Background: an optimization exercise with open tools, aiming at small area. Do not read the settings as production practice.
The RTL was checked by simulation tests, not by an equivalence proof against the original design.
The flow treats the clock pin as an ideal source. Dropping or thinning the clock tree relies on that and would not hold on a real chip.

## sell_machine_2
module sell_machine_2( 
	input clk,
	input in_5j, in_1y, in_5y,
	input in_buy1, in_buy2,
	input reset, in_refund,
	output reg out_less, out_take, out_money,
	output [2:0] which_seg, output [6:0] seg);
==> flow/config.mk <==
export PLATFORM = sky130hd
export DESIGN_NAME = sell_machine_2
export DESIGN_NICKNAME = sell_machine_2
export VERILOG_FILES = /design/flow/design.v
export SDC_FILE = /design/flow/constraint.sdc
export NUM_CORES = 4
export LEC_CHECK = 0
export ABC_AREA = 1
export CAP_MARGIN = 20
export CORE_MARGIN = 2
export CORE_UTILIZATION = 40
export SLEW_MARGIN = 20
==> flow/constraint.sdc <==
create_clock -name core_clock -period 20.0 [get_ports {clk}]
set_input_delay 4.0000 -clock core_clock [delete_from_list [all_inputs] [get_ports {clk}]]
set_output_delay 4.0000 -clock core_clock [all_outputs]
set_load 0.01 [all_outputs]
standard.sh (not shown) runs the stock make flow with config.mk's settings and CLKGATE_MAP_FILE= SYNTH_SCRIPT=/design/flow/synth_recipe.tcl, a recipe that flattens the netlist after the stock synthesis.
==> flow/flow/run.sh <==
#!/bin/bash
# Own layout flow: the standard ORFS flow (bash standard.sh, same synthesis script and
# registers), with these changes:
#  - Yosys runs without its pre-mapping ABC pass (SYNTH_ARGS=-noabc) and ABC maps with the
#    area-oriented script flow/abc_area.script;
#  - the ports are buffered with buf_1;
#  - the clock tree is flow/own_cts.tcl: the flip-flops are split into OWN_CLOCK_CLUSTERS groups
#    by position, each driven by one clock buffer (OWN_CLOCK_LEAF) that the clock port drives.
# All tool output goes to standard_flow.log and to ORFS's own logs under orfs/logs.
set -euo pipefail
W=$(pwd)
rm -rf "$W/scripts_own"
cp -r "$FLOW_HOME/scripts" "$W/scripts_own"
cp "$W/flow/abc_area.script" "$W/scripts_own/abc_area.script"
sed -i "s|^log_cmd clock_tree_synthesis .*|source $W/flow/own_cts.tcl|" "$W/scripts_own/cts.tcl"
grep -q own_cts.tcl "$W/scripts_own/cts.tcl"
export OWN_CLOCK_LEAF=sky130_fd_sc_hd__clkbuf_16 OWN_CLOCK_ROOT=none OWN_CLOCK_CLUSTERS=3
export BUFFER_PORTS_ARGS="-buffer_cell sky130_fd_sc_hd__buf_1"
bash standard.sh SCRIPTS_DIR="$W/scripts_own" SYNTH_ARGS=-noabc ABC_AREA=1 finish > "$W/standard_flow.log" 2>&1
==> flow/flow/own_cts.tcl <==
# Clock tree: the flip-flops are split into clusters by position (k-means); each cluster gets
# a leaf clock buffer at its centre, and one root buffer at the centre of the leaves drives them.
set block [ord::get_db_block]
set db [ord::get_db]
set dbu [$block getDbUnitsPerMicron]
set clknet [$block findNet clk]
set ffs {}
foreach it [$clknet getITerms] {
  lappend ffs $it
}
set pts {}
foreach it $ffs {
  set bb [[$it getInst] getBBox]
  lappend pts [list [expr {([$bb xMin] + [$bb xMax]) / 2.0}] [expr {([$bb yMin] + [$bb yMax]) / 2.0}]]
}
set n [llength $ffs]
set k $::env(OWN_CLOCK_CLUSTERS)
# initial centres: spread over the sorted order by x then y
set order [lsort -real -index 0 [lmap p $pts i [lsearch -all $pts *] {list [lindex $p 0] [lindex $p 1]}]]
set cents {}
for {set c 0} {$c < $k} {incr c} {
  lappend cents [lindex $order [expr {int(($c + 0.5) * $n / $k)}]]
}
for {set iter 0} {$iter < 50} {incr iter} {
  set assign {}
  foreach p $pts {
    set best 0; set bd 1e30
    for {set c 0} {$c < $k} {incr c} {
      set cc [lindex $cents $c]
      set d [expr {abs([lindex $p 0] - [lindex $cc 0]) + abs([lindex $p 1] - [lindex $cc 1])}]
      if {$d < $bd} { set bd $d; set best $c }
    }
    lappend assign $best
  }
  set new {}
  for {set c 0} {$c < $k} {incr c} {
    set sx 0; set sy 0; set m 0
    foreach p $pts a $assign { if {$a == $c} { set sx [expr {$sx + [lindex $p 0]}]; set sy [expr {$sy + [lindex $p 1]}]; incr m } }
    if {$m > 0} { lappend new [list [expr {$sx / $m}] [expr {$sy / $m}]] } else { lappend new [lindex $cents $c] }
  }
  set cents $new
}
set leafm [$db findMaster $::env(OWN_CLOCK_LEAF)]
set rootnet [odb::dbNet_create $block clk_root]
$rootnet setSigType CLOCK
set rx 0; set ry 0
for {set c 0} {$c < $k} {incr c} {
  set cc [lindex $cents $c]
  set buf [odb::dbInst_create $block $leafm clkbuf_leaf_$c]
  set lnet [odb::dbNet_create $block clk_leaf_$c]
  $lnet setSigType CLOCK
  [$buf findITerm A] connect $rootnet
  [$buf findITerm X] connect $lnet
  set m 0
  foreach it $ffs a $assign { if {$a == $c} { $it disconnect; $it connect $lnet; incr m } }
  $buf setLocation [expr {int([lindex $cc 0])}] [expr {int([lindex $cc 1])}]
  $buf setPlacementStatus PLACED
  set rx [expr {$rx + [lindex $cc 0]}]; set ry [expr {$ry + [lindex $cc 1]}]
  puts "own_cts: leaf $c drives $m flip-flops at [expr {[lindex $cc 0] / $dbu}] [expr {[lindex $cc 1] / $dbu}]"
}
if {$::env(OWN_CLOCK_ROOT) eq "none"} {
  # the clock port drives the leaf buffers directly
  foreach it [$rootnet getITerms] { $it disconnect; $it connect $clknet }
  odb::dbNet_destroy $rootnet
} else {
  set rootm [$db findMaster $::env(OWN_CLOCK_ROOT)]
  set root [odb::dbInst_create $block $rootm clkbuf_root]
  [$root findITerm A] connect $clknet
  [$root findITerm X] connect $rootnet
  $root setLocation [expr {int($rx / $k)}] [expr {int($ry / $k)}]
  $root setPlacementStatus PLACED
}
set_propagated_clock [all_clocks]
Other scripts of this flow, unchanged in this note and not shown: flow/flow/abc_area.script
The baseline ran to the end with no violations.
Next try:
--- a/flow/flow/run.sh
+++ b/flow/flow/run.sh
@@ -15,5 +15,5 @@
 sed -i "s|^log_cmd clock_tree_synthesis .*|source $W/flow/own_cts.tcl|" "$W/scripts_own/cts.tcl"
 grep -q own_cts.tcl "$W/scripts_own/cts.tcl"
-export OWN_CLOCK_LEAF=sky130_fd_sc_hd__clkbuf_16 OWN_CLOCK_ROOT=none OWN_CLOCK_CLUSTERS=3
+export OWN_CLOCK_LEAF=sky130_fd_sc_hd__clkbuf_16 OWN_CLOCK_ROOT=none OWN_CLOCK_CLUSTERS=4
 export BUFFER_PORTS_ARGS="-buffer_cell sky130_fd_sc_hd__buf_1"
 bash standard.sh SCRIPTS_DIR="$W/scripts_own" SYNTH_ARGS=-noabc ABC_AREA=1 finish > "$W/standard_flow.log" 2>&1
=> Critical path depth stays the same. Flip-flop and latch count stays the same. Design area came out higher by about 0.5%.
In every run of this note, the design's own scripts or RTL, not TritonCTS, make the clock network.

[separate check: timing with driven ports]
How much do the figures lean on ideal ports? The routed layouts below were timed once more, with nothing changed but the port constraints. Step 1 assumes that a clkbuf_16 drives the clock port and a buf_2 every other input. Step 2 also shifts input and output timing later by t, the mid clock arrival at the registers, as if the neighbouring blocks saw the same clock. Three values: ideal ports, drivers, drivers and shift; two values: the first two.
run	t (ns)	setup slack, ns	clock arrival spread, ns
the first run	0.227	8.362 / 8.362 / 8.362	0.023 / 0.023
the second run	0.223	8.423 / 8.423 / 8.423	0.011 / 0.011
After both steps setup and hold are still met in every run listed.
